Context: an optimization exercise on an open-source flow, tuned for small area, a short achievable clock period and few clock cycles per item. The choices shown serve that exercise and are no tape-out recipe. Function was checked by simulation only, so behaviour that the tests miss may differ from the original.

==> 06-05 <==
## BoothRadix4
module BoothRadix4 #(parameter N = 18)
(
    output wire [2*N-1:0] product,
    output wire           done,
    input wire [N-1:0]    mplier,
    input wire [N-1:0]    mcand,
    input wire            n_reset,
    input wire            start,
    input wire            clk
);
assign done = start & n_reset;
wire [N+1:0] b = {mplier, 1'b0};    
wire [N:0] x = {mcand[N-1], mcand};   
wire [8:0] one, two, neg;
genvar gi;
generate for (gi = 0; gi < 9; gi = gi + 1) begin : enc
    assign one[gi] = b[2*gi+1] ^ b[2*gi];
    assign two[gi] = (b[2*gi+2] & ~b[2*gi+1] & ~b[2*gi]) | (~b[2*gi+2] & b[2*gi+1] & b[2*gi]);
    assign neg[gi] = b[2*gi+2];
end endgenerate
wire [18:0] pp0 = (({19{one[0]}} & x) | ({19{two[0]}} & {x[17:0], 1'b0})) ^ {19{neg[0]}};
wire [18:0] pp1 = (({19{one[1]}} & x) | ({19{two[1]}} & {x[17:0], 1'b0})) ^ {19{neg[1]}};
wire [18:0] pp2 = (({19{one[2]}} & x) | ({19{two[2]}} & {x[17:0], 1'b0})) ^ {19{neg[2]}};
wire [18:0] pp3 = (({19{one[3]}} & x) | ({19{two[3]}} & {x[17:0], 1'b0})) ^ {19{neg[3]}};
wire [18:0] pp4 = (({19{one[4]}} & x) | ({19{two[4]}} & {x[17:0], 1'b0})) ^ {19{neg[4]}};
wire [18:0] pp5 = (({19{one[5]}} & x) | ({19{two[5]}} & {x[17:0], 1'b0})) ^ {19{neg[5]}};
wire [18:0] pp6 = (({19{one[6]}} & x) | ({19{two[6]}} & {x[17:0], 1'b0})) ^ {19{neg[6]}};
wire [18:0] pp7 = (({19{one[7]}} & x) | ({19{two[7]}} & {x[17:0], 1'b0})) ^ {19{neg[7]}};
wire [18:0] pp8 = (({19{one[8]}} & x) | ({19{two[8]}} & {x[17:0], 1'b0})) ^ {19{neg[8]}};
wire h0_s = neg[1] ^ pp0[2];
wire h0_c = neg[1] & pp0[2];
wire h1_s = pp0[3] ^ pp1[1];
wire h1_c = pp0[3] & pp1[1];
wire f0_s = neg[2] ^ pp0[4] ^ pp1[2];
wire f0_c = (neg[2] & pp0[4]) | (neg[2] & pp1[2]) | (pp0[4] & pp1[2]);
wire h2_s = pp2[0] ^ h1_c;
wire h2_c = pp2[0] & h1_c;
wire f1_s = pp0[5] ^ pp1[3] ^ pp2[1];
wire f1_c = (pp0[5] & pp1[3]) | (pp0[5] & pp2[1]) | (pp1[3] & pp2[1]);
wire h3_s = f0_c ^ f1_s;
wire h3_c = f0_c & f1_s;
  ...
==> flow/config.mk <==
export PLATFORM = sky130hd
export DESIGN_NAME = BoothRadix4
export DESIGN_NICKNAME = BoothRadix4
export VERILOG_FILES = /design/flow/design.v
export SDC_FILE = /design/flow/constraint.sdc
export NUM_CORES = 4
export LEC_CHECK = 0
export ABC_AREA = 1
export CAP_MARGIN = 20
export CORE_MARGIN = 2
export CORE_UTILIZATION = 40
export PLACE_DENSITY = 0.6
export SLEW_MARGIN = 20
==> flow/constraint.sdc <==
create_clock -name core_clock -period 3.5 [get_ports {clk}]
set_input_delay 0.7000 -clock core_clock [delete_from_list [all_inputs] [get_ports {clk}]]
set_output_delay 0.7000 -clock core_clock [all_outputs]
set_load 0.01 [all_outputs]
standard.sh (not shown) runs the stock make flow with config.mk's settings and CLKGATE_MAP_FILE= SYNTH_SCRIPT=/design/flow/synth_recipe.tcl, a recipe that flattens the netlist after the stock synthesis.
==> flow/flow/run.sh <==
#!/bin/bash
# Own layout flow: the ORFS flow through standard.sh, with these changes:
#  - synthesis: standard synthesis (synth_recipe.tcl unchanged);
#  - port buffers are plain sky130 buffers (buf_2) instead of the cell
#    buffer_ports picks by itself;
#  - extra ORFS make settings for the layout steps: MATCH_CELL_FOOTPRINT=0 RECOVER_POWER=100 PRE_GLOBAL_ROUTE_TCL=$PWD/flow/dt.tcl
# The full make output goes to standard.log in the work folder; ORFS's per-step
# logs stay under orfs/logs/.
set -euo pipefail
SYNTH=""

export BUFFER_PORTS_ARGS="-buffer_cell sky130_fd_sc_hd__buf_2"
if ! bash standard.sh $SYNTH MATCH_CELL_FOOTPRINT=0 RECOVER_POWER=100 PRE_GLOBAL_ROUTE_TCL=$PWD/flow/dt.tcl finish > standard.log 2>&1; then
  tail -40 standard.log
  exit 1
fi
tail -5 standard.log
==> flow/flow/dt.tcl <==
# Keep the drivers of the register enable net as repaired so far: power
# recovery must not downsize them (their fanout is every register).
set dt_cells {}
foreach pin [get_pins -hierarchical */DE] {
  set net [get_nets -of_objects $pin]
  foreach drv [get_pins -of_objects $net -filter "direction == output"] {
    lappend dt_cells [get_full_name [get_cells -of_objects $drv]]
  }
}
set dt_cells [lsort -unique $dt_cells]
puts "dont_touch on enable drivers: $dt_cells"
foreach c $dt_cells { set_dont_touch [get_cells $c] }
==> inputs of 09-22, as changes to 06-05 <==
- CORE_UTILIZATION: 40 -> 55
- PLACE_DENSITY: 0.6 -> 0.7
==> results.ini <==
[pwr]
pg_clk_mw = 0.897
p_seq_mw = 1.80

[setup_path]
crit_required_ns = 3.57
critPathBufInv = 4

[sta]
finalCriticalPeriod_ns = 3.37

[floorplanning]
die_area_um2 = 21500
die_y_um = 146
start_util = 0.555

[finish]
postLayoutCellArea_um2 = 13300
drive_above_1_share = 0.204
areaGrowthSynthToFinish_pct = 18.7
clock_area_frac = 0.0214

[global_routing]
grt_use_met3 = 0.0566
grt_pass1_vias = 9357
antenna_found_initial = 0

[drt]
drtIter0Drc = 635

[placement]
dpl.cell_count = 1716

[status]
status = finished clean

# the run above: 09-22

==> results.ini <==
[status]
status = finished clean

[placement]
dpl.cell_count = 1812

[floorplanning]
die_y_um = 171
start_util = 0.404
die_area_um2 = 29300

[finish]
areaGrowthSynthToFinish_pct = 18.5
drive_above_1_share = 0.191
clock_area_frac = 0.0238

[drt]
drtIter0Drc = 680

[global_routing]
grt_use_met3 = 0.0282
antenna_found_initial = 1

[setup_path]
critPathBufInv = 3
crit_required_ns = 3.55

[sta]
finalCriticalPeriod_ns = 3.40

# the run above: 06-05

Testbench counts of 06-05, summed over its fixed seeds: cycles 2,408, items 2,400.
Testbench counts of 09-22, summed over its fixed seeds: cycles 2,408, items 2,400.

==> port drivers added, routing unchanged <==
The results above use ideal ports. As a check the final layouts listed here were re-extracted and re-timed, cells and wires unchanged. Step 1 assumes that a clkbuf_16 drives the clock port and a buf_2 every other input. Step 2 adds t to the input delays and takes it off the output delays; t is the mean of the earliest and latest rising clock arrival at the registers after step 1. Input paths then give back, and output paths get back, about the clock's delay inside the block. Three values: ideal, step 1, step 2; two values: the first two.
run	t (ns)	setup WS [ns]	cell pins on the clock port's net
06-05	0.363	0.100 / 0.106 / -0.245	1
09-22	0.369	0.126 / 0.106 / -0.234	1
With both steps, setup timing fails in 06-05 and 09-22, where it was met with ideal ports. The setup slack of 09-22, which loses most, moves by -0.020 ns with the drivers and by -0.360 ns with both steps.
